Source: an optimization exercise on an open RTL-to-GDS flow (aim: small area, a short achievable clock period and few clock cycles per item). Production flows keep margins and buffers that such runs may drop. At most, simulation tests tie the RTL to the original design; equivalence was not proved. The RTL of runs 2 to 7 was laid out without a check of its function. No activity file was given, so power comes from the tool's default toggle rates.

==> flow/design.v <==
module alu_design(clock,reset,A,B,start_op,op_sel,result,end_op);
	localparam IN_WIDTH = 16;
	localparam OUT_WIDTH = 32;
	localparam OP_WIDTH = 3;
	input logic clock,reset;
	input logic [IN_WIDTH - 1 : 0] A;
	input logic [IN_WIDTH - 1 : 0] B;
	input logic start_op;
	input [OP_WIDTH - 1 : 0] op_sel;
	output logic [OUT_WIDTH - 1 : 0] result;
	output logic end_op;
	logic [OUT_WIDTH - 1 : 0] mul_done1,mul_done2;
	int counter;
	always_ff @(posedge clock or posedge reset)
	begin
		if(reset) begin
			result <= 0;
			end_op <= 0;
			counter <= 0;
			mul_done1 <= 0;
			mul_done2 <= 0;
		end
		else if(start_op) begin
			unique case(op_sel)
				3'b000	:	begin
								result <= 0;
								end_op <= 1;
							end
				3'b001		:	begin
								result <= A + B;
								end_op <= 1;
							end
				3'b010		:	begin
								result <= A - B;
								end_op <= 1;
							end
				3'b011		:	begin
								result <= A ^ B;
								end_op <= 1;
							end
				3'b100		:	begin
								mul_done1 <= A * B;
								mul_done2 <= mul_done1;
								result <= mul_done2;
								if(counter >= 2) begin
									counter <= 0;
									end_op <= 1;
								end
								else begin
									counter <= counter + 1;
									end_op <= 0;
								end
							end
				3'b101		:	begin
								result <= A & B;
								end_op <= 1;
							end
				default	:	begin
								result <= 0;
								end_op <= 0;
							end
			endcase
		end
		else begin
			result <= 0;
			end_op <= 0;
			counter <= 0;
			mul_done1 <= 0;
			mul_done2 <= 0;
		end
	end
endmodule
==> flow/run.sh <==
#!/bin/bash
# synth_recipe.tcl (not shown) runs the flow's synth.tcl, then flattens the netlist and writes it again
# the make line also repeats each setting of config.mk as NAME=value (left out here)
make -C /OpenROAD-flow-scripts/flow DESIGN_CONFIG=/design/flow/config.mk WORK_HOME=/design/flow/orfs CLKGATE_MAP_FILE= SYNTH_SCRIPT=/design/flow/synth_recipe.tcl finish
==> flow/config.mk <==
export PLATFORM = sky130hd
export DESIGN_NAME = alu_design
export DESIGN_NICKNAME = alu_design
export VERILOG_FILES = /design/flow/design.v
export SDC_FILE = /design/flow/constraint.sdc
export NUM_CORES = 4
export LEC_CHECK = 0
export CAP_MARGIN = 20
export CORE_MARGIN = 2
export CORE_UTILIZATION = 40
export SLEW_MARGIN = 20
==> flow/constraint.sdc <==
create_clock -name core_clock -period 8.5 [get_ports {clock}]
set_input_delay 1.7000 -clock core_clock [delete_from_list [all_inputs] [get_ports {clock}]]
set_output_delay 1.7000 -clock core_clock [all_outputs]
set_load 0.01 [all_outputs]
==> summary.txt, run 1 <==
Outcome
  • Status: timing/DRC/antenna clean

Floorplan
  • Core ar.: 39600 um^2
  • Initial Util: 0.404
  • Top-level I/O count: 71
  • Width of the chip: 204 um
  • Rows: 73
  • Die area: 41600 um^2
  • Die Height: 204 um

Critical path
  • CP Data Arrival Time: 8.25 ns
  • R2R cell count: 9
  • R2R Path Start: counter[0]$_DFFE_PP0P_
  • Crit. End Element: flip-flop
  • CP Max Fanout: 10
  • R2R Setup Slk: 5.73 ns
  • R2R Path End: counter[29]$_DFFE_PP0P_
  • Crit path kind: in -> reg
  • Startpoint types: input pin
  • Critical path required time: 8.81 ns

Clocking
  • Worst-skew pair later-pin latency: 0.42 ns
  • Clk root buf: clkbuf_16
  • # clock sinks: 129
  • Post-CTS Resized: 0
  • H-tree depth: 4
  • Num CTS Buffers: 17
  • Cts hold-fix bufs: 0
  • CTS tree: built
  • Postcts setup bufs: 0
  • Max Buffers Root-to-Sink: 2
  • Clk slew on worst S/H paths: 0.06 ns

Place
  • GP Congestion: 0.877
  • I/O Buffers: 70
  • DP HPWL: 35500 um
  • Placed inst area: 17400 um^2

Route
  • Initial DRT Pass Iterations: 5
  • DR iter-0 viols: 764
  • Vias: 13100
  • Via-to-Cell Ratio: 5.34
  • DRC Markers: 0
  • Routed Antenna Nets: 0
  • Wirelength per Cell: 18.1 um
  • Routed wire length: 44200 um

Yosys
  • Post-Syn Nets: 2230
  • Most frequent cell after synthesis: nand2_1
  • Seq cells post-synth: 129
  • Post-synth top area share: 0.245
  • Register area share after synthesis: 0.202
  • Gate Count Post-Synth: 1858
  • Top post-synthesis cells by count: nand2_1, inv_1, fa_1, ha_1, dfrtp_1
  • Area leader, netlist: fa_1
  • Post-Syn Area: 16000 um^2
  • Average size of a mapped cell: 8.62 um^2
  • Synth unique cells: 73
  • Cells taking the most area after synthesis: fa_1, dfrtp_1, ha_1
  • Yosys warns: 1
  • Main synth FF type: dfrtp_1
  • EDFF count, synth: 0
  • FFs w/ async S/R, synth: 1.00

STA
  • Slew @ Worst Pin: 0.910 ns
  • Clock skew: 0.00921 ns
  • Slew margin rel.: 0.393
  • F_max: 126 MHz
  • Final period utilization: 0.934
  • Sum Neg Setup Slack: 0 ns
  • Fin. Hold Viols: 0
  • Setup violations, final: 0
  • Minimum clock period: 7.94 ns
  • Unrepaired setup endpoints after global routing: false
  • Max Slew Vio Count: 0

GRT
  • Overflow after GRT: 0
  • Largest net degree at the start of global routing: 74
  • Vias in the first global route: 13700
  • GRT Resource Usage Total: 0.225
  • Initial antenna violation count: 0
  • First-pass GRT wire length: 73700 um

Layout
  • Final instance area: 18000 um^2
  • Share of layout cells above drive strength 1: 0.0551
  • Ant. Diodes: 0
  • Fill cells: 3963
  • Syn-to-layout area delta: 12.3%
  • Nets@finish: 2283

Power
  • Peak VDD IR: 0.335 mV
  • Power per cell area: 352 nW/um^2
  • Sw frac: 0.539
  • Combinational share of power: 0.783
  • Clock power share: 0.111
  • Sequential power share: 0.106
  • Pint: 2.92 mW
  • Switching power: 3.40 mW
  • Leakage dissipation: 8.56 nW

Min path
  • Hold Crit Endpoint: mul_done1[20]$_DFFE_PP0P_
  • Hold crit path type: reg -> reg
  • Beginning of the worst hold path: mul_done1[20]$_DFFE_PP0P_
  • WHS Path Cells: 2

Job
  • Max-Cap Viols: 0
## cell families after synthesis
| group | count (synthesis) | share of synthesized area |
|---|---|---|
| adders and majority gates | 334 | 0.353 |
| AOI/OAI and AO/OA | 303 | 0.123 |
| DFF | 129 | 0.202 |
| muxes | 21 | 0.0136 |
| xor gates and xnor gates | 60 | 0.0328 |
| and+or+nand+nor | 643 | 0.188 |
| buffers and inverters | 368 | 0.0878 |
## per-layer routing
metal	global-route usage	wire, um	vias to the layer above
met5	0	0	-
met1	0.296	19100	6601
li1	-	-	6082
met4	0.0782	1460	0
met2	0.384	21700	331
met3	0.0261	1940	73
## cell usage in the layout, fill, tap and decap left out, drive strengths merged, types with 17 or more instances in the layout
master,instances
a21boi,41
a21oi,77
and2,107
buf,54
clkbuf,19
clkdlybuf4s50,69
dfrtp,129
fa,196
ha,138
inv,284
nand2,292
nand3,47
nand4,17
nor2,99
nor3,17
o21ai,72
xnor2,27
xor2,33
## power groups by stage
stage,sequential (mW),clock (mW),combinational (mW)
after floorplan,0.677,0,3.41
after global placement,0.679,0,4.89
after detailed placement,0.680,0,4.91
after CTS,0.669,0.709,4.94
after global routing,0.673,0.741,5.55
final,0.668,0.701,4.95
## cell type report
type,count,area [um^2],share of cell area
well taps,525,657,0.0365
flip-flops and latches,129,3230,0.180
clock inverters,13,129,0.00717
repair buffers,123,1090,0.0608
inverters,279,1050,0.0584
clock buffers,19,433,0.0241
multi-input cells,1361,11400,0.633
## state kept, by name, indices dropped and copies added, names as in the netlist
signal and cells:
mul_done1 32, result 32, mul_done2 32, counter 32
end_op 1
## how the worst max path moves through the flow
stage | startpoint | end | slack [ns]
2_1_floorplan | B[7] | mul_done1[30]$_DFFE_PP0P_ | 1.30
3_3_place_gp | A[5] | mul_done1[29]$_DFFE_PP0P_ | 0.31
3_5_place_dp | A[5] | mul_done1[29]$_DFFE_PP0P_ | 0.21
4_1_cts | A[5] | mul_done1[29]$_DFFE_PP0P_ | 0.66
5_1_grt | A[6] | mul_done1[31]$_DFFE_PP0P_ | 0.18
6_report | A[5] | mul_done1[29]$_DFFE_PP0P_ | 0.56
## per-stage QoR
step / total power, mW / setup slack, ns / instances / util / hold WS (ns)
after floorplan: 4.09 / 1.30 / 1858 / - / 0.450
after global placement: 5.57 / 0.311 / 2417 / 0.439 / 0.467
after detailed placement: 5.59 / 0.210 / 2417 / 0.439 / 0.479
after CTS: 6.32 / 0.661 / 2449 / 0.454 / 0.493
after global routing: 6.96 / 0.178 / 2449 / 0.454 / 0.527
final: 6.32 / 0.562 / 2449 / 0.454 / 0.487
## critical path, cell delays in order
cell             delay [ns]
clkdlybuf4s50_1        0.65
ha_1                   0.44
fa_1                   0.53
inv_1                  0.05
fa_1                   0.49
fa_1                   0.52
inv_1                  0.04
ha_1                   0.30
fa_1                   0.53
inv_1                  0.05
fa_1                   0.54
inv_1                  0.04
ha_1                   0.37
a2111oi_0              0.68
a21o_1                 0.29
a21oi_1                0.11
o31ai_1                0.49
nand3_1                0.14
a32o_1                 0.27
Testbench counts, summed over its fixed seeds: cycles 32,024, items 24,000.
==> run 2, diff against run 1 <==
==> flow/design.v (replaced) <==
module alu_design(clock,reset,A,B,start_op,op_sel,result,end_op);
	localparam IN_WIDTH = 16;
	localparam OUT_WIDTH = 32;
	localparam OP_WIDTH = 3;
	input logic clock,reset;
	input logic [IN_WIDTH - 1 : 0] A;
	input logic [IN_WIDTH - 1 : 0] B;
	input logic start_op;
	input [OP_WIDTH - 1 : 0] op_sel;
	output logic [OUT_WIDTH - 1 : 0] result;
	output logic end_op;
	logic [2:0] cnt;           
	wire is_add = (op_sel == 3'b001);
	wire is_sub = (op_sel == 3'b010);
	wire is_mul = (op_sel == 3'b100);
	wire [1:0] dig = B[{cnt, 1'b0} +: 2];
	wire [15:0] hi  = (cnt == 3'd0) ? 16'd0 : result[31:16];
	wire [15:0] x   = is_mul ? hi : (is_sub ? ~B : B);
	wire [15:0] y   = A & {16{~is_mul | dig[0]}};
	wire [16:0] z   = {A, 1'b0} & {17{is_mul & dig[1]}};
	wire [17:0] sum = {2'b00, x} + {2'b00, y} + {1'b0, z} + {17'd0, is_sub};
	logic [31:0] res_d;
	always_comb begin
		case (op_sel)
			3'b001:  res_d = {15'd0, sum[16:0]};
			3'b010:  res_d = {{16{~sum[16]}}, sum[15:0]};
			3'b011:  res_d = {16'd0, A ^ B};
			3'b100:  res_d = {sum, result[15:2]};
			3'b101:  res_d = {16'd0, A & B};
			default: res_d = 32'd0;
		endcase
	end
	always_ff @(posedge clock)
		result <= res_d;
	always_ff @(posedge clock or posedge reset)
	begin
		if (reset) begin
			end_op <= 1'b0;
			cnt    <= 3'd0;
		end
		else if (start_op) begin
			end_op <= ~is_mul | (cnt == 3'd7);
			cnt    <= is_mul ? cnt + 3'd1 : 3'd0;
		end
		else begin
			end_op <= 1'b0;
			cnt    <= 3'd0;
		end
	end
endmodule
==> run 2 against run 1 <==
  * Routed wire length shrank 75%
  * Sequential share of layout area is 1.3 points lower
  * Power shrank 90%
  * Sequential power decreased by 69%
  * First-iteration DRC count is 75% lower
  * Critical path type unchanged
==> summary.txt, run 2 <==
Yosys
  • Synth unique cells: 53
  • Most frequent cell after synthesis: nand2_1
  • Post-Syn Nets: 518
  • EDFF count, synth: 0
  • Post-synth top area share: 0.178
  • Top post-synthesis cells by count: nand2_1, inv_1, ha_1, dfxtp_1, o21ai_0
  • Gate Count Post-Synth: 428
  • Seq cells post-synth: 36
  • FFs w/ async S/R, synth: 0.111
  • Yosys warns: 1
  • Area leader, netlist: dfxtp_1
  • Cells taking the most area after synthesis: dfxtp_1, ha_1, fa_1
  • Main synth FF type: dfxtp_1
  • Post-Syn Area: 3600 um^2
  • Register area share after synthesis: 0.206
  • Average size of a mapped cell: 8.41 um^2

STA
  • Clock skew: 0.0102 ns
  • Unrepaired setup endpoints after global routing: false
  • Slew @ Worst Pin: 0.937 ns
  • Sum Neg Setup Slack: 0 ns
  • Final period utilization: 0.776
  • F_max: 152 MHz
  • Slew margin rel.: 0.374
  • Minimum clock period: 6.60 ns
  • Fin. Hold Viols: 0
  • Setup violations, final: 0
  • Max Slew Vio Count: 0

Layout
  • Syn-to-layout area delta: 23.7%
  • Share of layout cells above drive strength 1: 0.0594
  • Nets@finish: 577
  • Max FFs per register: 32
  • Ant. Diodes: 0
  • Commonest non-fill, non-tap cell in the layout: clkdlybuf4s50_1
  • Most flops, register: result
  • Non-Filler Instances: 596
  • Final Util: 0.511
  • Most frequent cells in the layout: clkdlybuf4s50_1, nand2_1, inv_1
  • Largest regs: result: 32 flops, cnt: 3 flops, end_op: 1 flops

Critical path
  • Most used cell, CP: buf_4
  • Critical path required time: 8.65 ns
  • CP Depth: 16
  • Worst-path cell chain: clkdlybuf4s50_1 -> buf_4 -> nand2b_1 -> buf_4 -> or2_2 -> a21oi_2 -> a22oi_1 -> fa_1 -> inv_1 -> ha_1 -> a21o_1 -> and4_1 -> nor4_4 -> o21ai_1 -> nand4_4 -> o221ai_1
  • CP Capture Point: result[31]$_DFF_P_
  • Worst Path Buf+Inv: 4
  • Crit path kind: in -> reg
  • Crit. End Element: flip-flop
  • CP Data Arrival Time: 6.74 ns
  • R2R Path Start: cnt[0]$_DFF_PP0_
  • Slowest CP cell: a21oi_2
  • Peak per-stage delay on the critical path: 0.76 ns
  • Crit path from: op_sel[1]
  • R2R Setup Slk: 3.94 ns
  • R2R cell count: 13
  • Startpoint types: input pin
  • CP Max Fanout: 29
  • R2R Path End: result[31]$_DFF_P_
  • CP top delay family: simple AND/OR/NAND/NOR gates

GRT
  • Initial antenna violation count: 0
  • Overflow after GRT: 0
  • First-pass GRT wire length: 17400 um
  • Vias in the first global route: 3368
  • GRT Resource Usage Total: 0.225
  • Largest net degree at the start of global routing: 34

Clocking
  • Num CTS Buffers: 5
  • Cts hold-fix bufs: 0
  • Max Buffers Root-to-Sink: 2
  • CTS tree: built
  • H-tree depth: 2
  • Postcts setup bufs: 0
  • Clk slew on worst S/H paths: 0.08 ns
  • Worst-skew pair later-pin latency: 0.30 ns
  • # clock sinks: 36
  • Post-CTS Resized: 0
  • Clk root buf: clkbuf_8

Floorplan
  • Rows: 34
  • Die area: 9780 um^2
  • Initial Util: 0.413
  • Die Height: 98.9 um
  • Core ar.: 8720 um^2
  • Top-level I/O count: 71
  • Width of the chip: 98.9 um

Outcome
  • Status: timing/DRC/antenna clean

Route
  • Routed wire length: 11000 um
  • DRC Markers: 0
  • Initial DRT Pass Iterations: 5
  • Routed Antenna Nets: 0
  • Via-to-Cell Ratio: 5.77
  • Wirelength per Cell: 18.4 um
  • DR iter-0 viols: 190
  • Vias: 3440

Power
  • Sequential power share: 0.312
  • Clock power share: 0.207
  • Leakage dissipation: 2.02 nW
  • Power per cell area: 149 nW/um^2
  • Pint: 0.405 mW
  • Sw frac: 0.389
  • Peak VDD IR: 0.0807 mV
  • Combinational share of power: 0.481
  • Switching power: 0.257 mW

Place
  • I/O Buffers: 70
  • Post-Place Cells: 588
  • GP Congestion: 0.862
  • DP HPWL: 8300 um

Job
  • Max-Cap Viols: 0

Min path
  • Hold crit path type: reg -> reg
-- run 2: layout make-up --
type / instances / area (um^2)
fill: 854 / 4270
inverter: 45 / 169
clock buffer: 6 / 82.6
sequential: 36 / 741
tap: 108 / 135
timing repair buffer: 75 / 738
clock inverter: 2 / 10.0
multi-input combinational: 324 / 2580
-- run 2: logic make-up (layout without fill, tap and decap cells) --
family / Yosys count / in the layout / share of synthesized area
flip-flops: 36 / 36 / 0.206
adder cells (fa/ha/maj): 52 / 52 / 0.216
AO/OA/AOI/OAI: 119 / 119 / 0.221
multiplexers: 22 / 22 / 0.0751
buffers and inverters: 68 / 128 / 0.0778
AND/OR/NAND/NOR: 110 / 110 / 0.153
XOR/XNOR: 21 / 21 / 0.0511
-- run 2: worst min path at each step --
stage                 startpoint           endpoint  slack, ns  cells after the start
2_1_floorplan  result[3]$_DFF_P_  result[1]$_DFF_P_       0.55                      2
3_3_place_gp   result[3]$_DFF_P_  result[1]$_DFF_P_       0.54                      2
3_5_place_dp   result[3]$_DFF_P_  result[1]$_DFF_P_       0.55                      2
4_1_cts        result[3]$_DFF_P_  result[1]$_DFF_P_       0.55                      2
5_1_grt        result[3]$_DFF_P_  result[1]$_DFF_P_       0.59                      2
6_report       result[3]$_DFF_P_  result[1]$_DFF_P_       0.56                      2
-- run 2: through the flow --
| stage | setup WS (ns) | hold slack [ns] | power, mW | instance area, um^2 |
|---|---|---|---|---|
| after CTS | 1.91 | 0.550 | 0.664 | 4460 |
| final | 1.90 | 0.563 | 0.663 | 4460 |
| after floorplan | 3.23 | 0.552 | 0.408 | 3600 |
| after detailed placement | 1.62 | 0.550 | 0.525 | 4360 |
| after global routing | 1.63 | 0.587 | 0.707 | 4460 |
| after global placement | 1.65 | 0.535 | 0.524 | 4360 |
-- run 2: power by group through the flow --
stage / combinational, mW / sequential, mW / clock [mW]
6_report: 0.318 / 0.207 / 0.137
5_1_grt: 0.352 / 0.209 / 0.146
4_1_cts: 0.318 / 0.207 / 0.140
3_5_place_dp: 0.315 / 0.210 / 0
3_3_place_gp: 0.313 / 0.211 / 0
2_1_floorplan: 0.191 / 0.217 / 0
-- run 2: routing by layer --
layer	routed length, um	share of wire	vias to the layer above	global-route usage
met1	4910	0.45	1662	0.305
met4	178	0.016	0	0.0548
met2	5140	0.47	130	0.374
li1	-	-	1633	-
met3	763	0.069	15	0.0383
met5	0	0	-	0
-- run 2: worst reg2reg max path, stage by stage, from the launching register on --
cell	delay, ns
dfrtp_1	0.54
mux4_2	0.44
nand2_1	0.07
a21oi_2	0.71
nand2_1	0.17
fa_1	0.60
inv_1	0.06
ha_1	0.29
a21o_1	0.21
and4_1	0.25
nor4_4	0.38
o21ai_1	0.21
nand4_4	0.29
o221ai_1	0.20
==> run 3, diff against run 2 <==
--- a/flow/config.mk
+++ b/flow/config.mk
@@ -5,7 +5,9 @@
 export SDC_FILE = /design/flow/constraint.sdc
 export NUM_CORES = 4
 export LEC_CHECK = 0
+export ABC_CLOCK_PERIOD_IN_PS = 3500
 export CAP_MARGIN = 20
 export CORE_MARGIN = 2
 export CORE_UTILIZATION = 40
+export SETUP_SLACK_MARGIN = 5
 export SLEW_MARGIN = 20
==> run 3 against run 2 <==
  * Setup slack improved by 1.7 ns
  * Sequential cell count did not move
  * Final area rose by 24%
  * Combinational power rose by about 50%
  * Die area did not move
  * Critical path depth rose by 2
  * Sequential power barely moved
  * Highest routed layer unchanged
==> summary.txt, run 3 <==
Route
  • Routed wire length: 13300 um
  • Vias: 3804
  • DRC Markers: 0
  • Routed Antenna Nets: 0
  • Via-to-Cell Ratio: 5.81
  • Wirelength per Cell: 20.3 um
  • DR iter-0 viols: 199
  • Initial DRT Pass Iterations: 5

Critical path
  • R2R cell count: 15
  • CP Max Fanout: 8
  • Crit path kind: in -> reg
  • Worst-path cell chain: buf_8 -> buf_12 -> nand2b_4 -> or2_4 -> a21oi_4 -> buf_12 -> buf_16 -> a22oi_2 -> fa_1 -> inv_2 -> ha_4 -> a21o_1 -> a31o_4 -> nor4_4 -> buf_4 -> or3_4 -> nand4_4 -> o211ai_1
  • Peak per-stage delay on the critical path: 0.52 ns
  • Critical path required time: 8.71 ns
  • Most used cell, CP: buf_12
  • Startpoint types: input pin
  • Slowest CP cell: fa_1
  • CP Data Arrival Time: 5.07 ns
  • Crit. End Element: flip-flop

Clocking
  • Worst-skew pair later-pin latency: 0.29 ns
  • Cts hold-fix bufs: 0
  • # clock sinks: 36
  • Clk root buf: clkbuf_8
  • CTS tree: built
  • Max Buffers Root-to-Sink: 2
  • H-tree depth: 2
  • Clk slew on worst S/H paths: 0.07 ns
  • Num CTS Buffers: 5

Yosys
  • Gate Count Post-Synth: 428
  • Average size of a mapped cell: 8.41 um^2
  • Register area share after synthesis: 0.206
  • Post-synth top area share: 0.178
  • Post-Syn Area: 3600 um^2
  • Top post-synthesis cells by count: nand2_1, inv_1, ha_1, dfxtp_1, o21ai_0
  • Yosys warns: 1
  • Post-Syn Nets: 518
  • Cells taking the most area after synthesis: dfxtp_1, ha_1, fa_1
  • Seq cells post-synth: 36
  • Most frequent cell after synthesis: nand2_1
  • FFs w/ async S/R, synth: 0.111
  • Main synth FF type: dfxtp_1
  • EDFF count, synth: 0
  • Area leader, netlist: dfxtp_1
  • Synth unique cells: 53

STA
  • F_max: 206 MHz
  • Final setup margin: 3.64 ns
  • Minimum clock period: 4.86 ns
  • Fin. Hold Viols: 0
  • Max Slew Vio Count: 0
  • Slew margin rel.: 0.580
  • Slew @ Worst Pin: 0.629 ns
  • Clock skew: 0.00921 ns
  • Sum Neg Setup Slack: 0 ns
  • Setup violations, final: 0
  • Unrepaired setup endpoints after global routing: true
  • Final period utilization: 0.571

Place
  • GP Congestion: 0.899
  • I/O Buffers: 70
  • Placement Setup Slack: 1.94 ns
  • DP HPWL: 9020 um

GRT
  • Vias in the first global route: 3668
  • First-pass GRT wire length: 20200 um
  • Initial antenna violation count: 0
  • Largest net degree at the start of global routing: 21
  • GRT Resource Usage Total: 0.267
  • Overflow after GRT: 0

Power
  • Peak VDD IR: 0.0834 mV
  • Final Power: 0.817 mW
  • Power per cell area: 148 nW/um^2
  • Leakage dissipation: 2.43 nW

Layout
  • Ant. Diodes: 0
  • Final Util: 0.633
  • Most flops, register: result
  • Nets@finish: 636
  • Most frequent cells in the layout: clkdlybuf4s50_1, buf_4, nand2_1
  • Multi-input gate area: 3100 um^2
  • Fill cells: 710
  • Syn-to-layout area delta: 53.3%
  • Largest regs: result: 32 flops, cnt: 3 flops, end_op: 1 flops
  • Sequential cell area: 741 um^2
  • Share of layout cells above drive strength 1: 0.331
  • Commonest non-fill, non-tap cell in the layout: clkdlybuf4s50_1
  • Max FFs per register: 32

Floorplan
  • Die Height: 98.9 um
  • Initial Util: 0.413
  • Die area: 9780 um^2
  • Rows: 34
  • Width of the chip: 98.9 um
  • Core ar.: 8720 um^2
  • Top-level I/O count: 71

Min path
  • Hold crit path type: reg -> reg
  • WHS Path Cells: 2

Outcome
  • Status: timing/DRC/antenna clean

Job
  • Max-Cap Viols: 0
==> run 3: final timing paths <==
check,slack (ns),endpoint,from
min reg2reg,0.56,result[1]$_DFF_P_,result[3]$_DFF_P_
min,0.56,result[1]$_DFF_P_,result[3]$_DFF_P_
max in group asynchronous,6.78,cnt[2]$_DFF_PP0_,reset
max,3.64,result[16]$_DFF_P_,op_sel[1]
max reg2reg,4.52,result[15]$_DFF_P_,cnt[0]$_DFF_PP0_
min in group asynchronous,1.58,cnt[0]$_DFF_PP0_,reset
==> run 3: logic make-up after synthesis <==
group,synth area share
flops,0.206
compound gates,0.221
buf+inv,0.0778
mux,0.0751
simple gates,0.153
fa+ha+maj,0.216
xor+xnor,0.0511
==> run 3: critical path, delay by kind of cell <==
| kind | cells | cell delay (ns) |
|---|---|---|
| AOI/OAI and AO/OA | 5 | 0.88 |
| adders and majority gates | 2 | 0.68 |
| buffers and inverters | 6 | 0.69 |
| and+or+nand+nor | 5 | 1.11 |
==> run 3: routing by layer <==
layer,up-vias,track usage,wire length (um)
met1,1867,0.371,5970
met3,32,0.0348,722
met5,-,0,0
met4,0,0.0643,341
met2,151,0.442,6270
li1,1754,-,-
==> run 3: area by class of cell <==
cell class | instances | area share
clock buffer | 8 | 0.0163
sequential | 36 | 0.134
timing repair buffer | 132 | 0.233
tap | 108 | 0.0245
multi-input combinational | 326 | 0.561
inverter | 45 | 0.0311
==> run 3: power breakdown <==
part           switching, mW  internal, mW
registers             0.0166         0.192
clock network         0.0650        0.0663
logic                  0.236         0.241
==> run 3: metrics by stage <==
| step | instance area, um^2 | cells | hold WS, ns |
|---|---|---|---|
| after CTS | 5220 | 639 | 0.564 |
| after detailed placement | 4450 | 586 | 0.557 |
| after global placement | 4450 | 586 | 0.547 |
| after global routing | 5520 | 655 | 0.591 |
| final | 5520 | 655 | 0.562 |
| after floorplan | 3740 | 428 | 0.552 |
==> run 3: what timing repair did <==
item / 4_1_cts / 5_1_grt
setup endpoints to repair: 32 / 32
resized for setup: 164 / 43
pin swaps: 63 / 44
gates cloned: 4 / 0
buffers inserted: 41 / 16
endpoints found under the hold margin: 0 / 0
==> run 4, diff against run 3 <==
--- a/flow/config.mk
+++ b/flow/config.mk
@@ -5,9 +5,9 @@
 export SDC_FILE = /design/flow/constraint.sdc
 export NUM_CORES = 4
 export LEC_CHECK = 0
-export ABC_CLOCK_PERIOD_IN_PS = 3500
+export ABC_CLOCK_PERIOD_IN_PS = 4500
 export CAP_MARGIN = 20
 export CORE_MARGIN = 2
 export CORE_UTILIZATION = 40
-export SETUP_SLACK_MARGIN = 5
+export SETUP_SLACK_MARGIN = 4
 export SLEW_MARGIN = 20
==> run 4 against run 3 <==
  * Setup slack better by 0.016 ns
  * Synthesized area is the same
  * Still clean on timing, DRC and antenna
  * Via count fell by 1.9%
  * Sequential share of layout area is 0.20 points higher
  * Critical path depth is the same
  * First-iteration DRC count grew 18%
  * Clock-buffer cell count fell by 3
  * Register-to-register slack is essentially flat
  * Combinational power fell by 4.2%
  * Sequential cell count did not move
  * Routed wire length fell by 1.8%
==> summary.txt, run 4 <==
GRT
  • Largest net degree at the start of global routing: 21
  • Overflow after GRT: 0
  • Vias in the first global route: 3679
  • Initial antenna violation count: 0
  • First-pass GRT wire length: 20400 um
  • GRT Resource Usage Total: 0.267

Place
  • GP Congestion: 0.897
  • Placement Setup Slack: 1.83 ns
  • DP HPWL: 9010 um
  • I/O Buffers: 70

Route
  • Routed wire length: 13100 um
  • Routed Antenna Nets: 0
  • Wirelength per Cell: 20.2 um
  • DR iter-0 viols: 235
  • Via-to-Cell Ratio: 5.77
  • DRC Markers: 0
  • Vias: 3731
  • Initial DRT Pass Iterations: 5

STA
  • Final setup margin: 3.66 ns
  • Clock skew: 0.0104 ns
  • F_max: 207 MHz
  • Slew @ Worst Pin: 0.634 ns
  • Sum Neg Setup Slack: 0 ns
  • Unrepaired setup endpoints after global routing: true
  • Max Slew Vio Count: 0
  • Fin. Hold Viols: 0
  • Final period utilization: 0.569
  • Slew margin rel.: 0.577
  • Minimum clock period: 4.84 ns
  • Setup violations, final: 0
  • Hold WS: 0.565 ns

Power
  • Power per cell area: 151 nW/um^2
  • Sw frac: 0.382
  • Final Power: 0.821 mW
  • Combinational share of power: 0.556
  • Pint: 0.507 mW
  • Peak VDD IR: 0.0712 mV
  • Sequential power share: 0.254
  • Switching power: 0.314 mW
  • Clock power share: 0.190
  • Leakage dissipation: 2.39 nW

Layout
  • Most flops, register: result
  • Max FFs per register: 32
  • Nets@finish: 628
  • Share of layout cells above drive strength 1: 0.314
  • Largest regs: result: 32 flops, cnt: 3 flops, end_op: 1 flops
  • Final Util: 0.624
  • Ant. Diodes: 0
  • Commonest non-fill, non-tap cell in the layout: clkdlybuf4s50_1
  • Most frequent cells in the layout: clkdlybuf4s50_1, nand2_1, buf_4
  • Syn-to-layout area delta: 51.0%

Yosys
  • Synth Area in Simple Gates: 0.153
  • EDFF count, synth: 0
  • Gate Count Post-Synth: 428
  • Cells taking the most area after synthesis: dfxtp_1, ha_1, fa_1
  • Area leader, netlist: dfxtp_1
  • Average size of a mapped cell: 8.41 um^2
  • Largest family of logic cells by synthesized area: compound AO/OA/AOI/OAI gates
  • Post-synthesis mux area share: 0.0751
  • Post-synthesis adder-cell area fraction: 0.216
  • Post-Syn Area: 3600 um^2
  • Seq cells post-synth: 36
  • Post-Syn Nets: 518
  • Synth unique cells: 53
  • FFs w/ async S/R, synth: 0.111
  • Top post-synthesis cells by count: nand2_1, inv_1, ha_1, dfxtp_1, o21ai_0
  • Most frequent cell after synthesis: nand2_1
  • Synth Area in Compound Gates: 0.221
  • Register area share after synthesis: 0.206
  • Post-synth top area share: 0.178
  • Yosys warns: 1
  • Main synth FF type: dfxtp_1
  • Xor-xnor portion of the synthesized cell area: 0.0511

Critical path
  • Critical path required time: 8.66 ns
  • CP Max Fanout: 6
  • Crit. End Element: flip-flop
  • Crit path kind: in -> reg
  • Startpoint types: input pin
  • CP Data Arrival Time: 5.00 ns

Clocking
  • Clk root buf: clkbuf_8
  • # clock sinks: 36
  • CTS tree: built
  • Clk slew on worst S/H paths: 0.09 ns
  • Worst-skew pair later-pin latency: 0.29 ns
  • Cts hold-fix bufs: 0
  • Num CTS Buffers: 5
  • Max Buffers Root-to-Sink: 2
  • H-tree depth: 2

Floorplan
  • Die area: 9780 um^2
  • Top-level I/O count: 71
  • Die Height: 98.9 um
  • Initial Util: 0.413
  • Width of the chip: 98.9 um
  • Core ar.: 8720 um^2
  • Rows: 34

Min path
  • Hold crit path type: reg -> reg

Job
  • Max-Cap Viols: 0

Outcome
  • Status: timing/DRC/antenna clean
==> run 4: layer usage <==
layer  vias up  routed length [um]  share of wire  GRT usage
met2       141                6390           0.49      0.443
met1      1836                5870           0.45      0.384
met3         9                 687          0.053     0.0220
met4         0                 112         0.0086     0.0464
met5         -                   0              0          0
li1       1745                   -              -          -
==> run 4: final timing paths <==
kind	from	cells past startpoint	slack, ns	endpoint
setup / recovery	op_sel[1]	18	3.66	result[13]$_DFF_P_
hold / removal	result[3]$_DFF_P_	2	0.57	result[1]$_DFF_P_
hold reg to reg	result[3]$_DFF_P_	2	0.57	result[1]$_DFF_P_
min in group asynchronous	reset	2	1.58	cnt[2]$_DFF_PP0_
setup reg to reg	cnt[0]$_DFF_PP0_	16	4.51	result[11]$_DFF_P_
max in group asynchronous	reset	2	6.77	cnt[0]$_DFF_PP0_
==> run 4: area by class of cell <==
class	count	area, um^2
clock buffer	5	68.8
fill	747	3280
timing repair buffer	124	1210
clock inverter	3	42.5
multi-input combinational	326	3070
inverter	45	174
sequential	36	741
tap	108	135
==> run 4: cells by family after synthesis <==
family / Yosys count
AND/OR/NAND/NOR: 110
adder cells (fa/ha/maj): 52
multiplexers: 22
AO/OA/AOI/OAI: 119
XOR/XNOR: 21
flip-flops: 36
buffers and inverters: 68
==> run 4: critical path: stages <==
cell	delay, ns
buf_8	0.10
buf_12	0.11
nand2b_4	0.14
or2_4	0.27
a21oi_4	0.15
buf_12	0.15
buf_8	0.13
a22oi_2	0.09
fa_2	0.54
inv_2	0.05
ha_4	0.15
a21o_1	0.21
a21oi_2	0.29
a21oi_2	0.12
buf_4	0.15
or3_1	0.36
o211ai_1	0.16
o211ai_1	0.13
==> run 4: stage by stage <==
step / instance area [um^2] / cells
after floorplan: 3740 / 428
after global placement: 4450 / 586
after detailed placement: 4450 / 586
after CTS: 5320 / 640
after global routing: 5440 / 647
final: 5440 / 647
==> run 4: power by group through the flow <==
| stage | Sequential [mW] | Clock (mW) | Combinational, mW |
|---|---|---|---|
| after floorplan | 0.217 | 0 | 0.207 |
| after global placement | 0.212 | 0 | 0.334 |
| after detailed placement | 0.212 | 0 | 0.335 |
| after CTS | 0.209 | 0.158 | 0.422 |
| after global routing | 0.210 | 0.165 | 0.492 |
| final | 0.209 | 0.156 | 0.457 |
==> run 4: repair_timing <==
| action | 4_1_cts | 5_1_grt |
|---|---|---|
| buffers inserted | 43 | 7 |
| pin swaps | 50 | 23 |
| gates cloned | 3 | 0 |
| gates resized for setup | 193 | 15 |
| endpoints found under the setup margin | 32 | 29 |
==> run 5, diff against run 4 <==
==> flow/design.v (replaced) <==
module alu_design(clock,reset,A,B,start_op,op_sel,result,end_op);
	localparam IN_WIDTH = 16;
	localparam OUT_WIDTH = 32;
	localparam OP_WIDTH = 3;
	input logic clock,reset;
	input logic [IN_WIDTH - 1 : 0] A;
	input logic [IN_WIDTH - 1 : 0] B;
	input logic start_op;
	input [OP_WIDTH - 1 : 0] op_sel;
	output logic [OUT_WIDTH - 1 : 0] result;
	output logic end_op;
	logic [1:0] cnt;           
	wire is_mul = op_sel[2] & ~op_sel[0];
	wire is_sub = ~op_sel[2] & op_sel[1] & ~op_sel[0];
	wire [3:0] dig = B[cnt * 4 +: 4];
	wire [15:0] hi = (cnt == 2'd0) ? 16'd0 : result[31:16];
	wire [15:0] x  = is_mul ? hi : (B ^ {16{is_sub}});
	wire [15:0] y  = A & {16{~is_mul | dig[0]}};
	wire [16:0] z  = ({A, 1'b0} & {17{is_mul & dig[1]}});
	wire [16:0] s  = {1'b0, x ^ y} ^ z;
	wire [16:0] c  = ({1'b0, x & y}) | ({1'b0, x ^ y} & z);
	wire [19:0] sum = {3'd0, s} + {2'd0, c, is_sub} + ({20'd0} | ({A, 2'd0} & {18{is_mul & dig[2]}})) + ({20'd0} | ({A, 3'd0} & {19{is_mul & dig[3]}}));
	logic [31:0] res_d;
	always_comb begin
		if (op_sel[2])
			res_d = op_sel[0] ? {16'd0, c[15:0]} : {sum, result[15:4]};
		else if (op_sel[1] & op_sel[0])
			res_d = {16'd0, s[15:0]};
		else if (op_sel[1])
			res_d = {{16{~sum[16]}}, sum[15:0]};
		else if (op_sel[0])
			res_d = {15'd0, sum[16:0]};
		else
			res_d = 32'd0;
	end
	always_ff @(posedge clock)
		result <= res_d;
	always_ff @(posedge clock or posedge reset)
	begin
		if (reset) begin
			end_op <= 1'b0;
			cnt    <= 2'd0;
		end
		else if (start_op) begin
			end_op <= ~is_mul | (cnt == 2'd3);
			cnt    <= (is_mul && cnt != 2'd3) ? cnt + 2'd1 : 2'd0;
		end
		else begin
			end_op <= 1'b0;
			cnt    <= 2'd0;
		end
	end
endmodule
--- a/flow/config.mk
+++ b/flow/config.mk
@@ -5,9 +5,9 @@
 export SDC_FILE = /design/flow/constraint.sdc
 export NUM_CORES = 4
 export LEC_CHECK = 0
-export ABC_CLOCK_PERIOD_IN_PS = 4500
+export ABC_CLOCK_PERIOD_IN_PS = 3500
 export CAP_MARGIN = 20
 export CORE_MARGIN = 2
 export CORE_UTILIZATION = 40
-export SETUP_SLACK_MARGIN = 4
+export SETUP_SLACK_MARGIN = 5
 export SLEW_MARGIN = 20
==> run 5 against run 4 <==
  * Worst hold slack lost 0.0046 ns
  * Critical endpoint is now result[30]$_DFF_P_
  * Clock-buffer cell count up 3
  * Utilization down 1.4 points
  * Still clean
  * Maximum frequency decreased by 20%
  * Routed wire length is 19% higher
  * Highest routed layer unchanged
  * Setup slack lost 1.2 ns
  * Power up 46%
  * Global-route usage grew 0.060 points
  * Synthesized cell count up 28%
  * Sequential share of layout area fell by 2.7 points
==> summary.txt, run 5 <==
Critical path
  • Critical path required time: 8.66 ns
  • R2R cell count: 18
  • CP top delay family: adder cells
  • Peak per-stage delay on the critical path: 0.51 ns
  • Crit. End Element: flip-flop
  • Slowest CP cell: fa_1
  • R2R Path Start: cnt[0]$_DFF_PP0_
  • CP Data Arrival Time: 6.21 ns
  • Crit path kind: in -> reg
  • Startpoint types: input pin
  • R2R Path End: result[30]$_DFF_P_
  • CP Max Fanout: 8
  • R2R Setup Slk: 3.34 ns
  • Worst-path cell chain: buf_6 -> mux4_2 -> buf_6 -> or2_4 -> and2_4 -> fa_1 -> fa_1 -> inv_1 -> fa_1 -> inv_2 -> ha_4 -> and4_4 -> nand3_2 -> a21o_1 -> and4_4 -> o41ai_4 -> buf_4 -> buf_12 -> o211ai_2
  • Most used cell, CP: fa_1
  • Worst Path Buf+Inv: 6

Place
  • GP Congestion: 0.835
  • I/O Buffers: 70
  • Placement Setup Slack: 0.981 ns
  • Post-Place Cells: 733
  • Placed inst area: 5450 um^2
  • DP HPWL: 11300 um

Layout
  • Non-Filler Instances: 813
  • Largest regs: result: 32 flops, cnt: 2 flops, end_op: 1 flops
  • Ant. Diodes: 0
  • Max FFs per register: 32
  • Final Util: 0.610
  • Share of layout cells above drive strength 1: 0.322
  • Final instance area: 6580 um^2
  • Commonest non-fill, non-tap cell in the layout: nand2_1
  • Most frequent cells in the layout: nand2_1, inv_1, buf_4
  • Most flops, register: result
  • Nets@finish: 782
  • Syn-to-layout area delta: 49.4%

Yosys
  • Most frequent cell after synthesis: nand2_1
  • FFs w/ async S/R, synth: 0.0857
  • Gate Count Post-Synth: 547
  • Top post-synthesis cells by count: nand2_1, inv_1, a21oi_1, fa_1, and3_1
  • Seq cells post-synth: 35
  • EDFF count, synth: 0
  • Area leader, netlist: fa_1
  • Post-synth top area share: 0.204
  • Cells taking the most area after synthesis: fa_1, dfxtp_1, ha_1
  • Synth unique cells: 63
  • Register area share after synthesis: 0.162
  • Main synth FF type: dfxtp_1
  • Average size of a mapped cell: 8.05 um^2
  • Post-Syn Nets: 657
  • Yosys warns: 1
  • Post-Syn Area: 4410 um^2

Route
  • DRC Markers: 0
  • Via-to-Cell Ratio: 5.59
  • Routed wire length: 15600 um
  • Vias: 4544
  • DR iter-0 viols: 246
  • Routed Antenna Nets: 0
  • Wirelength per Cell: 19.1 um
  • Initial DRT Pass Iterations: 5

Clocking
  • Cts hold-fix bufs: 0
  • Clk root buf: clkbuf_8
  • # clock sinks: 35
  • Worst-skew pair later-pin latency: 0.30 ns
  • H-tree depth: 2
  • CTS tree: built
  • Num CTS Buffers: 5
  • Max Buffers Root-to-Sink: 2
  • Clk slew on worst S/H paths: 0.07 ns

Min path
  • Hold crit path type: reg -> reg
  • Hold Crit Endpoint: result[1]$_DFF_P_
  • Beginning of the worst hold path: result[5]$_DFF_P_
  • WHS Path Cells: 2

STA
  • Unrepaired setup endpoints after global routing: true
  • Final period utilization: 0.712
  • Slew margin rel.: 0.549
  • Sum Neg Setup Slack: 0 ns
  • F_max: 165 MHz
  • Fin. Hold Viols: 0
  • Slew @ Worst Pin: 0.676 ns
  • Max Slew Vio Count: 0
  • Minimum clock period: 6.05 ns
  • Setup violations, final: 0
  • Final setup margin: 2.45 ns
  • Clock skew: 0.00553 ns

Floorplan
  • Width of the chip: 109 um
  • Rows: 38
  • Die area: 11900 um^2
  • Die Height: 109 um
  • Core ar.: 10800 um^2
  • Initial Util: 0.408
  • Top-level I/O count: 71

Outcome
  • Status: timing/DRC/antenna clean

GRT
  • Vias in the first global route: 4361
  • First-pass GRT wire length: 23600 um
  • Largest net degree at the start of global routing: 30
  • Initial antenna violation count: 0
  • Overflow after GRT: 0
  • GRT Resource Usage Total: 0.267

Power
  • Power per cell area: 182 nW/um^2
  • Leakage dissipation: 3.00 nW
  • Peak VDD IR: 0.0979 mV

Job
  • Max-Cap Viols: 0
-- run 5: area by class of cell --
class,count,area [um^2]
fill,942,4210
multi-input combinational,417,3970
timing repair buffer,142,1340
sequential,35,716
inverter,71,279
tap,140,175
clock buffer,8,100
-- run 5: layer usage --
metal | part of all wire | vias up | global-route usage
met1 | 0.41 | 2222 | 0.342
met2 | 0.50 | 169 | 0.445
met5 | 0 | - | 0
met3 | 0.052 | 44 | 0.0383
li1 | - | 2109 | -
met4 | 0.041 | 0 | 0.125
-- run 5: worst max-delay path by stage --
stage,start,end,cells after the start
global placement,op_sel[2],result[16]$_DFF_P_,18
floorplan,B[12],result[30]$_DFF_P_,17
CTS,B[12],result[29]$_DFF_P_,18
global route,B[12],result[30]$_DFF_P_,19
detailed placement,op_sel[2],result[18]$_DFF_P_,20
finish,B[12],result[30]$_DFF_P_,19
-- run 5: metrics by stage --
stage	power [mW]	hold WS, ns
detailed placement	0.847	0.554
CTS	1.10	0.561
global route	1.27	0.584
finish	1.20	0.561
global placement	0.843	0.543
floorplan	0.629	0.558
-- run 5: worst register-to-register path, delay by kind of cell (launching register included) --
family          cells  cell delay (ns)
simple gates        5             0.97
compound gates      3             0.63
fa+ha+maj           4             1.79
mux                 1             0.57
buf+inv             5             0.53
flops               1             0.52
-- run 5: kinds of logic after synthesis --
| logic type | count (synthesis) | share of synthesized area |
|---|---|---|
| adders and majority gates | 72 | 0.281 |
| and+or+nand+nor | 185 | 0.209 |
| xor gates and xnor gates | 9 | 0.0179 |
| muxes | 17 | 0.0503 |
| DFF | 35 | 0.162 |
| buffers and inverters | 97 | 0.0861 |
| AOI/OAI and AO/OA | 132 | 0.193 |
-- run 5: report_power, final --
part / switching, mW / internal (mW)
combinational: 0.416 / 0.415
clock: 0.0622 / 0.0740
sequential: 0.0268 / 0.202
total: 0.505 / 0.692
-- run 5: repair_timing --
item	in CTS	in global routing
cloned	5	0
pin swaps	50	53
resized for setup	116	40
hold endpoints to repair	0	0
endpoints found under the setup margin	32	32
setup buffers	36	31
==> run 6, diff against run 5 <==
--- a/flow/design.v
+++ b/flow/design.v
@@ -12,18 +12,19 @@
 	logic [1:0] cnt;           
 	wire is_mul = op_sel[2] & ~op_sel[0];
 	wire is_sub = ~op_sel[2] & op_sel[1] & ~op_sel[0];
-	wire [3:0] dig = B[cnt * 4 +: 4];
+	wire [15:0] src = (cnt == 2'd0) ? B : result[15:0];
+	wire [3:0] dig = src[3:0];
 	wire [15:0] hi = (cnt == 2'd0) ? 16'd0 : result[31:16];
 	wire [15:0] x  = is_mul ? hi : (B ^ {16{is_sub}});
 	wire [15:0] y  = A & {16{~is_mul | dig[0]}};
 	wire [16:0] z  = ({A, 1'b0} & {17{is_mul & dig[1]}});
 	wire [16:0] s  = {1'b0, x ^ y} ^ z;
 	wire [16:0] c  = ({1'b0, x & y}) | ({1'b0, x ^ y} & z);
-	wire [19:0] sum = {3'd0, s} + {2'd0, c, is_sub} + ({20'd0} | ({A, 2'd0} & {18{is_mul & dig[2]}})) + ({20'd0} | ({A, 3'd0} & {19{is_mul & dig[3]}}));
+	wire [19:0] sum = 20'(s) + 20'({c, is_sub}) + ({20'd0} | ({A, 2'd0} & {18{is_mul & dig[2]}})) + ({20'd0} | ({A, 3'd0} & {19{is_mul & dig[3]}}));
 	logic [31:0] res_d;
 	always_comb begin
 		if (op_sel[2])
-			res_d = op_sel[0] ? {16'd0, c[15:0]} : {sum, result[15:4]};
+			res_d = op_sel[0] ? {16'd0, c[15:0]} : {sum, src[15:4]};
 		else if (op_sel[1] & op_sel[0])
 			res_d = {16'd0, s[15:0]};
 		else if (op_sel[1])
==> run 6 against run 5 <==
  * Via count grew 9.8%
  * Combinational power grew 26%
  * Die area grew 6.8%
  * Sequential cell count is the same
  * Maximum frequency grew 3.6%
  * Synthesized area grew 7.0%
  * Cell count grew 3.1%
  * Routed wire length grew 18%
  * Synthesized cell count grew 3.3%
  * Clock-buffer cell count shrank 1
  * Clock power grew 37%
==> summary.txt, run 6 <==
Clocking
  • Clk root buf: clkbuf_16
  • Cts hold-fix bufs: 0
  • Worst-skew pair later-pin latency: 0.29 ns
  • H-tree depth: 2
  • # clock sinks: 35
  • CTS tree: built
  • Num CTS Buffers: 5
  • Clk slew on worst S/H paths: 0.06 ns
  • Max Buffers Root-to-Sink: 2

Yosys
  • Post-Syn Area: 4710 um^2
  • Gate Count Post-Synth: 565
  • Average size of a mapped cell: 8.34 um^2
  • Main synth FF type: dfxtp_1
  • Cells taking the most area after synthesis: fa_1, dfxtp_1, ha_1
  • Most frequent cell after synthesis: inv_1
  • EDFF count, synth: 0
  • Yosys warns: 1
  • Register area share after synthesis: 0.152
  • Synth unique cells: 67
  • Post-synth top area share: 0.191
  • FFs w/ async S/R, synth: 0.0857
  • Seq cells post-synth: 35
  • Post-Syn Nets: 675
  • Top post-synthesis cells by count: inv_1, fa_1, and2_1, a21oi_1, nand2_1
  • Area leader, netlist: fa_1

Layout
  • Most flops, register: result
  • Ant. Diodes: 0
  • Syn-to-layout area delta: 53.6%
  • Fill cells: 910
  • Max FFs per register: 32
  • Nets@finish: 804
  • Most frequent cells in the layout: clkdlybuf4s50_1, inv_1, buf_4
  • Share of layout cells above drive strength 1: 0.315
  • Largest regs: result: 32 flops, cnt: 2 flops, end_op: 1 flops
  • Commonest non-fill, non-tap cell in the layout: clkdlybuf4s50_1

Power
  • Peak VDD IR: 0.112 mV
  • Leakage dissipation: 3.19 nW
  • Power per cell area: 203 nW/um^2

Min path
  • Hold crit path type: reg -> reg

Place
  • I/O Buffers: 70
  • GP Congestion: 0.899
  • DP HPWL: 11400 um

Floorplan
  • Die Height: 113 um
  • Core ar.: 11500 um^2
  • Rows: 39
  • Die area: 12700 um^2
  • Top-level I/O count: 71
  • Initial Util: 0.411
  • Width of the chip: 113 um

Critical path
  • Crit path from: op_sel[0]
  • CP Capture Point: result[10]$_DFF_P_
  • R2R Path Start: cnt[0]$_DFF_PP0_
  • R2R Setup Slk: 3.30 ns
  • R2R Path End: result[10]$_DFF_P_
  • Critical path required time: 8.70 ns
  • CP Data Arrival Time: 6.04 ns
  • Startpoint types: input pin
  • R2R cell count: 22
  • Crit path kind: in -> reg
  • CP Max Fanout: 5
  • Crit. End Element: flip-flop

STA
  • Minimum clock period: 5.84 ns
  • Sum Neg Setup Slack: 0 ns
  • Clock skew: 0.00517 ns
  • Max Slew Vio Count: 0
  • Final period utilization: 0.687
  • Slew @ Worst Pin: 0.790 ns
  • F_max: 171 MHz
  • Setup violations, final: 0
  • Slew margin rel.: 0.469
  • Unrepaired setup endpoints after global routing: true
  • Fin. Hold Viols: 0
  • Hold WS: 0.580 ns

Route
  • Via-to-Cell Ratio: 5.96
  • DRC Markers: 0
  • Wirelength per Cell: 21.9 um
  • Routed wire length: 18300 um
  • Routed Antenna Nets: 0
  • Initial DRT Pass Iterations: 5
  • DR iter-0 viols: 406
  • Vias: 4991

GRT
  • Largest net degree at the start of global routing: 33
  • Initial antenna violation count: 0
  • GRT Resource Usage Total: 0.281
  • Overflow after GRT: 0
  • Vias in the first global route: 4863
  • First-pass GRT wire length: 27500 um

Outcome
  • Status: timing/DRC/antenna clean

Job
  • Max-Cap Viols: 0
[run 6: changes by cell type after synthesis, sizes merged, moves of 7 or more]
| cell | delta |
|---|---|
| a21o | +9 |
| and2 | +30 |
| and3 | -32 |
| nand2 | -29 |
| nand3b | +9 |
| nand4 | +8 |
| nor3 | +7 |
| nor3b | +7 |
| o21ai | -13 |
| xnor2 | +14 |
[run 6: worst max-delay path, cell delays in order]
cell      delay (ns)
buf_12          0.10
buf_12          0.12
nor3_4          0.23
buf_4           0.15
buf_6           0.10
buf_16          0.12
xor2_2          0.16
a21oi_2         0.09
fa_1            0.57
inv_2           0.05
fa_1            0.56
fa_1            0.46
ha_4            0.31
o211ai_1        0.12
a21o_4          0.24
buf_4           0.15
a21oi_4         0.19
buf_6           0.13
xnor2_2         0.09
o21bai_1        0.17
a22oi_1         0.22
[run 6: power breakdown]
| group | switching [mW] | internal (mW) | total [mW] |
|---|---|---|---|
| Combinational | 0.532 | 0.518 | 1.05 |
| Sequential | 0.0266 | 0.203 | 0.229 |
| Clock | 0.0788 | 0.109 | 0.187 |
[run 6: stage by stage]
stage	util	total power [mW]	instance area, um^2	setup WS (ns)	cells
2_1_floorplan	-	0.686	4870	2.81	565
3_3_place_gp	0.493	0.907	5650	1.41	755
3_5_place_dp	0.493	0.914	5650	1.36	755
4_1_cts	0.599	1.32	6870	2.83	821
5_1_grt	0.631	1.54	7240	2.59	838
6_report	0.631	1.47	7240	2.66	838
[run 6: routing by layer]
| metal | share of wire | global-route usage | vias up | routed length, um |
|---|---|---|---|---|
| li1 | - | - | 2200 | - |
| met1 | 0.41 | 0.386 | 2453 | 7430 |
| met2 | 0.47 | 0.442 | 281 | 8650 |
| met3 | 0.088 | 0.0470 | 57 | 1610 |
| met4 | 0.034 | 0.109 | 0 | 625 |
| met5 | 0 | 0 | - | 0 |
[run 6: logic make-up after synthesis]
group | after synthesis | synth area share
AO/OA/AOI/OAI | 144 | 0.212
AND/OR/NAND/NOR | 166 | 0.190
XOR/XNOR | 22 | 0.0409
multiplexers | 25 | 0.0573
adder cells (fa/ha/maj) | 72 | 0.263
flip-flops | 35 | 0.152
buffers and inverters | 101 | 0.0857
[run 6: how the worst min path moves through the flow]
stage,startpoint,endpoint,depth (start not counted)
final,cnt[0]$_DFF_PP0_,cnt[0]$_DFF_PP0_,2
after global routing,cnt[0]$_DFF_PP0_,cnt[0]$_DFF_PP0_,2
after CTS,cnt[0]$_DFF_PP0_,cnt[0]$_DFF_PP0_,2
after detailed placement,cnt[0]$_DFF_PP0_,cnt[0]$_DFF_PP0_,2
after global placement,cnt[0]$_DFF_PP0_,cnt[0]$_DFF_PP0_,2
after floorplan,cnt[0]$_DFF_PP0_,cnt[0]$_DFF_PP0_,2
[run 6: cell type report]
type	instances	area (um^2)	area share
Clock inverter	1	5.00	0.000691
Multi-Input combinational cell	430	4330	0.598
Inverter	68	272	0.0375
Timing Repair Buffer	154	1610	0.222
Sequential cell	35	716	0.0989
Clock buffer	7	133	0.0183
Tap cell	143	179	0.0247
[run 6: repair_timing]
item / 4_1_cts / 5_1_grt
gates cloned: 7 / 0
pin swaps: 55 / 28
resized for setup: 129 / 54
endpoints found under the setup margin: 32 / 32
setup buffers: 51 / 17
==> run 7, diff against run 6 <==
==> flow/design.v (replaced) <==
module alu_design(clock,reset,A,B,start_op,op_sel,result,end_op);
	localparam IN_WIDTH = 16;
	localparam OUT_WIDTH = 32;
	localparam OP_WIDTH = 3;
	input logic clock,reset;
	input logic [IN_WIDTH - 1 : 0] A;
	input logic [IN_WIDTH - 1 : 0] B;
	input logic start_op;
	input [OP_WIDTH - 1 : 0] op_sel;
	output logic [OUT_WIDTH - 1 : 0] result;
	output logic end_op;
	logic [2:0] cnt;           
	wire is_mul = op_sel[2] & ~op_sel[0];
	wire is_sub = ~op_sel[2] & op_sel[1] & ~op_sel[0];
	wire [1:0] dig = B[cnt * 2 +: 2];
	wire [15:0] hi = (cnt == 3'd0) ? 16'd0 : result[31:16];
	wire [15:0] x  = is_mul ? hi : (B ^ {16{is_sub}});
	wire [15:0] y  = A & {16{~is_mul | dig[0]}};
	wire [16:0] z  = ({A, 1'b0} & {17{is_mul & dig[1]}});
	wire [16:0] s  = {1'b0, x ^ y} ^ z;
	wire [16:0] c  = ({1'b0, x & y}) | ({1'b0, x ^ y} & z);
	wire [17:0] sum = 18'(s) + 18'({c, is_sub});
	logic [31:0] res_d;
	always_comb begin
		if (op_sel[2])
			res_d = op_sel[0] ? {16'd0, c[15:0]} : {sum, result[15:2]};
		else if (op_sel[1] & op_sel[0])
			res_d = {16'd0, s[15:0]};
		else if (op_sel[1])
			res_d = {{16{~sum[16]}}, sum[15:0]};
		else if (op_sel[0])
			res_d = {15'd0, sum[16:0]};
		else
			res_d = 32'd0;
	end
	always_ff @(posedge clock)
		result <= res_d;
	always_ff @(posedge clock or posedge reset)
	begin
		if (reset) begin
			end_op <= 1'b0;
			cnt    <= 3'd0;
		end
		else if (start_op) begin
			end_op <= ~is_mul | (cnt == 3'd7);
			cnt    <= (is_mul && cnt != 3'd7) ? cnt + 3'd1 : 3'd0;
		end
		else begin
			end_op <= 1'b0;
			cnt    <= 3'd0;
		end
	end
endmodule
==> run 7 against run 6 <==
  * Still clean on timing, DRC and antenna
  * Maximum frequency rose by 17%
  * Utilization rose by 2.5 points
  * Setup slack improved by 0.85 ns
  * Sequential power fell by 4%
  * Register-to-register slack improved by 0.96 ns
  * First-iteration DRC count rose by 8.4%
  * Clock-buffer cell count rose by 1
  * Largest cell class unchanged
  * Highest routed layer unchanged
==> summary.txt, run 7 <==
STA
  • Fin. Hold Viols: 0
  • Slew @ Worst Pin: 0.525 ns
  • Setup violations, final: 0
  • Final period utilization: 0.587
  • Slew margin rel.: 0.650
  • Clock skew: 0.00651 ns
  • Unrepaired setup endpoints after global routing: true
  • Minimum clock period: 4.99 ns
  • F_max: 200 MHz
  • Sum Neg Setup Slack: 0 ns
  • Max Slew Vio Count: 0
  • Hold WS: 0.553 ns

Clocking
  • H-tree depth: 2
  • Worst-skew pair later-pin latency: 0.30 ns
  • CTS tree: built
  • Clk slew on worst S/H paths: 0.08 ns
  • Num CTS Buffers: 5
  • Max Buffers Root-to-Sink: 2
  • Clk root buf: clkbuf_8
  • # clock sinks: 36

Critical path
  • Startpoint types: input pin
  • CP top delay family: compound AO/OA/AOI/OAI gates
  • Worst Path Buf+Inv: 3
  • Most used cell, CP: a21oi_2
  • Slowest CP cell: mux4_2
  • Crit. End Element: flip-flop
  • Crit path from: B[6]
  • CP Max Fanout: 8
  • Peak per-stage delay on the critical path: 0.47 ns
  • R2R Path Start: cnt[0]$_DFF_PP0_
  • Worst-path cell chain: buf_8 -> mux4_2 -> nor2b_4 -> a211o_4 -> nand2_2 -> fa_2 -> inv_1 -> ha_1 -> a21oi_2 -> nor2b_2 -> a311o_1 -> a21oi_4 -> buf_4 -> o21ai_2 -> xnor2_2 -> a21oi_2
  • Critical path required time: 8.73 ns
  • CP Data Arrival Time: 5.22 ns
  • Crit path kind: in -> reg

Layout
  • Most flops, register: result
  • Nets@finish: 612
  • Max FFs per register: 32
  • Final instance area: 5390 um^2
  • Syn-to-layout area delta: 59.1%
  • Commonest non-fill, non-tap cell in the layout: buf_4
  • Share of layout cells above drive strength 1: 0.377
  • Most frequent cells in the layout: buf_4, clkdlybuf4s50_1, nand2_1
  • Largest regs: result: 32 flops, cnt: 3 flops, end_op: 1 flops
  • Ant. Diodes: 0

Floorplan
  • Die Height: 96.0 um
  • Initial Util: 0.412
  • Die area: 9220 um^2
  • Rows: 33
  • Width of the chip: 96.0 um
  • Core ar.: 8220 um^2
  • Top-level I/O count: 71

Yosys
  • Main synth FF type: dfxtp_1
  • Top post-synthesis cells by count: nand2_1, a21oi_1, inv_1, dfxtp_1, nor2_1
  • Seq cells post-synth: 36
  • FFs w/ async S/R, synth: 0.111
  • Yosys warns: 1
  • Cells taking the most area after synthesis: dfxtp_1, fa_1, ha_1
  • Post-Syn Nets: 491
  • Average size of a mapped cell: 8.14 um^2
  • Gate Count Post-Synth: 416
  • Synth unique cells: 54
  • EDFF count, synth: 0
  • Area leader, netlist: dfxtp_1
  • Post-Syn Area: 3390 um^2
  • Most frequent cell after synthesis: nand2_1
  • Register area share after synthesis: 0.219
  • Post-synth top area share: 0.189

Place
  • GP Congestion: 0.968
  • I/O Buffers: 70
  • DP HPWL: 8220 um
  • Placed inst area: 4260 um^2

GRT
  • Largest net degree at the start of global routing: 29
  • M3 GR Usage: 0.0509
  • GR Util met1: 0.371
  • Initial antenna violation count: 0
  • GR Util met2: 0.475
  • First-pass GRT wire length: 19500 um
  • Overflow after GRT: 0
  • Vias in the first global route: 3623
  • GRT busiest layer: met2
  • GRT Resource Usage Total: 0.285

Route
  • Routed wire length: 13300 um
  • Wirelength per Cell: 20.7 um
  • Initial DRT Pass Iterations: 6
  • DRC Markers: 0
  • Vias: 3731
  • DR iter-0 viols: 440
  • Via-to-Cell Ratio: 5.80
  • Routed Antenna Nets: 0

Power
  • Peak VDD IR: 0.0987 mV
  • Power per cell area: 169 nW/um^2
  • Leakage dissipation: 2.34 nW

Min path
  • Hold crit path type: reg -> reg
  • Beginning of the worst hold path: result[3]$_DFF_P_

Outcome
  • Status: timing/DRC/antenna clean

Job
  • Max-Cap Viols: 0
[run 7: cell types whose count changed after synthesis, sizes merged, moves of 8 or more]
cell and delta:
o31ai -8, inv -31, and2 -29, fa -29, o21ai +10, a21o -11, nand3b -11
[run 7: power by group]
group / total [mW] / internal [mW] / switching, mW / leakage (nW)
clock: 0.137 / 0.0664 / 0.0705 / 0.0455
sequential: 0.220 / 0.200 / 0.0206 / 0.321
combinational: 0.555 / 0.285 / 0.271 / 1.97
total: 0.913 / 0.551 / 0.362 / 2.34
[run 7: metrics by stage]
step | instances | setup WS [ns] | total power [mW] | utilization
floorplan | 416 | 3.50 | 0.481 | -
global placement | 571 | 2.23 | 0.623 | 0.518
detailed placement | 571 | 2.07 | 0.623 | 0.518
CTS | 623 | 3.55 | 0.855 | 0.616
global route | 643 | 3.46 | 0.956 | 0.656
finish | 643 | 3.51 | 0.913 | 0.656
[run 7: path summary, 6_finish.rpt]
kind | slack, ns | end | depth (start not counted)
worst max-delay path | 3.51 | result[15]$_DFF_P_ | 16
worst min-delay path | 0.55 | result[1]$_DFF_P_ | 2
worst max register to register | 4.26 | result[15]$_DFF_P_ | 16
worst min register to register | 0.55 | result[1]$_DFF_P_ | 2
max in group asynchronous | 6.77 | end_op$_DFF_PP0_ | 2
min in group asynchronous | 1.58 | cnt[2]$_DFF_PP0_ | 2
[run 7: layout make-up]
cell class / instances / area [um^2]
fillers: 678 / 2830
well taps: 105 / 131
inverters: 36 / 139
flip-flops and latches: 36 / 741
repair buffers: 133 / 1310
multi-input cells: 325 / 2980
clock buffers: 8 / 90.1
[run 7: worst register-to-register path: stages (launching register included)]
cell and delay, ns:
dfrtp_1 0.55, inv_1 0.10, ha_1 0.20, nand2b_1 0.39
a21oi_1 0.14, a221o_1 0.32, fa_2 0.60, inv_1 0.06
ha_1 0.31, a21oi_2 0.21, nor2b_2 0.09, a311o_1 0.41
a21oi_4 0.23, buf_4 0.15, o21ai_2 0.07, xnor2_2 0.16
a21oi_2 0.18
[run 7: layer usage]
layer / share of wire / up-vias
li1: - / 1704
met3: 0.089 / 37
met2: 0.49 / 187
met5: 0 / -
met4: 0.030 / 0
met1: 0.39 / 1803
[run 7: logic make-up (layout without fill, tap and decap cells)]
kind of cell / count (synthesis) / in the layout / synth area share
AOI/OAI and AO/OA: 128 / 129 / 0.248
and+or+nand+nor: 117 / 120 / 0.161
DFF: 36 / 36 / 0.219
muxes: 19 / 19 / 0.0709
adders and majority gates: 37 / 37 / 0.172
xor gates and xnor gates: 20 / 20 / 0.0517
buffers and inverters: 59 / 177 / 0.0772
[run 7: repair_timing]
item,CTS,global route
cloned,6,3
gates resized for setup,137,56
pin swaps,44,39
endpoints found under the setup margin,32,32
buffers inserted,38,17
hold buffers,0,0

port drivers added, routing unchanged:
The results above use ideal ports. As a check the final layouts listed here were re-extracted and re-timed, cells and wires unchanged. Step 1 assumes that a clkbuf_16 drives the clock port and a buf_2 every other input. Step 2, shift: input delay + t, output delay - t, t = (earliest + latest rising clock arrival at the registers) / 2. This alone moves slack from input paths to output paths. Slacks: ideal ports / drivers / drivers and shift; pairs: ideal ports / drivers.
run	shift t [ns]	setup WS [ns]	hold WS [ns]	cell pins on the clock port's net
run 1	0.462	0.562 / 0.582 / 0.120	0.487 / 0.487 / 0.487	1
run 2	0.326	1.904 / 1.913 / 1.587	0.563 / 0.563 / 0.563	1
run 3	0.320	3.644 / 3.634 / 3.314	0.562 / 0.562 / 0.562	1
run 4	0.319	3.660 / 3.651 / 3.332	0.565 / 0.565 / 0.565	1
run 5	0.324	2.450 / 2.440 / 2.117	0.561 / 0.561 / 0.561	1
run 6	0.327	2.660 / 2.649 / 2.322	0.580 / 0.580 / 0.580	1
run 7	0.326	3.510 / 3.484 / 3.158	0.553 / 0.553 / 0.553	1
After both steps every run listed still meets setup and hold. The setup slack of run 1, which loses most, moves by +0.020 ns with the drivers and by -0.442 ns with both steps.
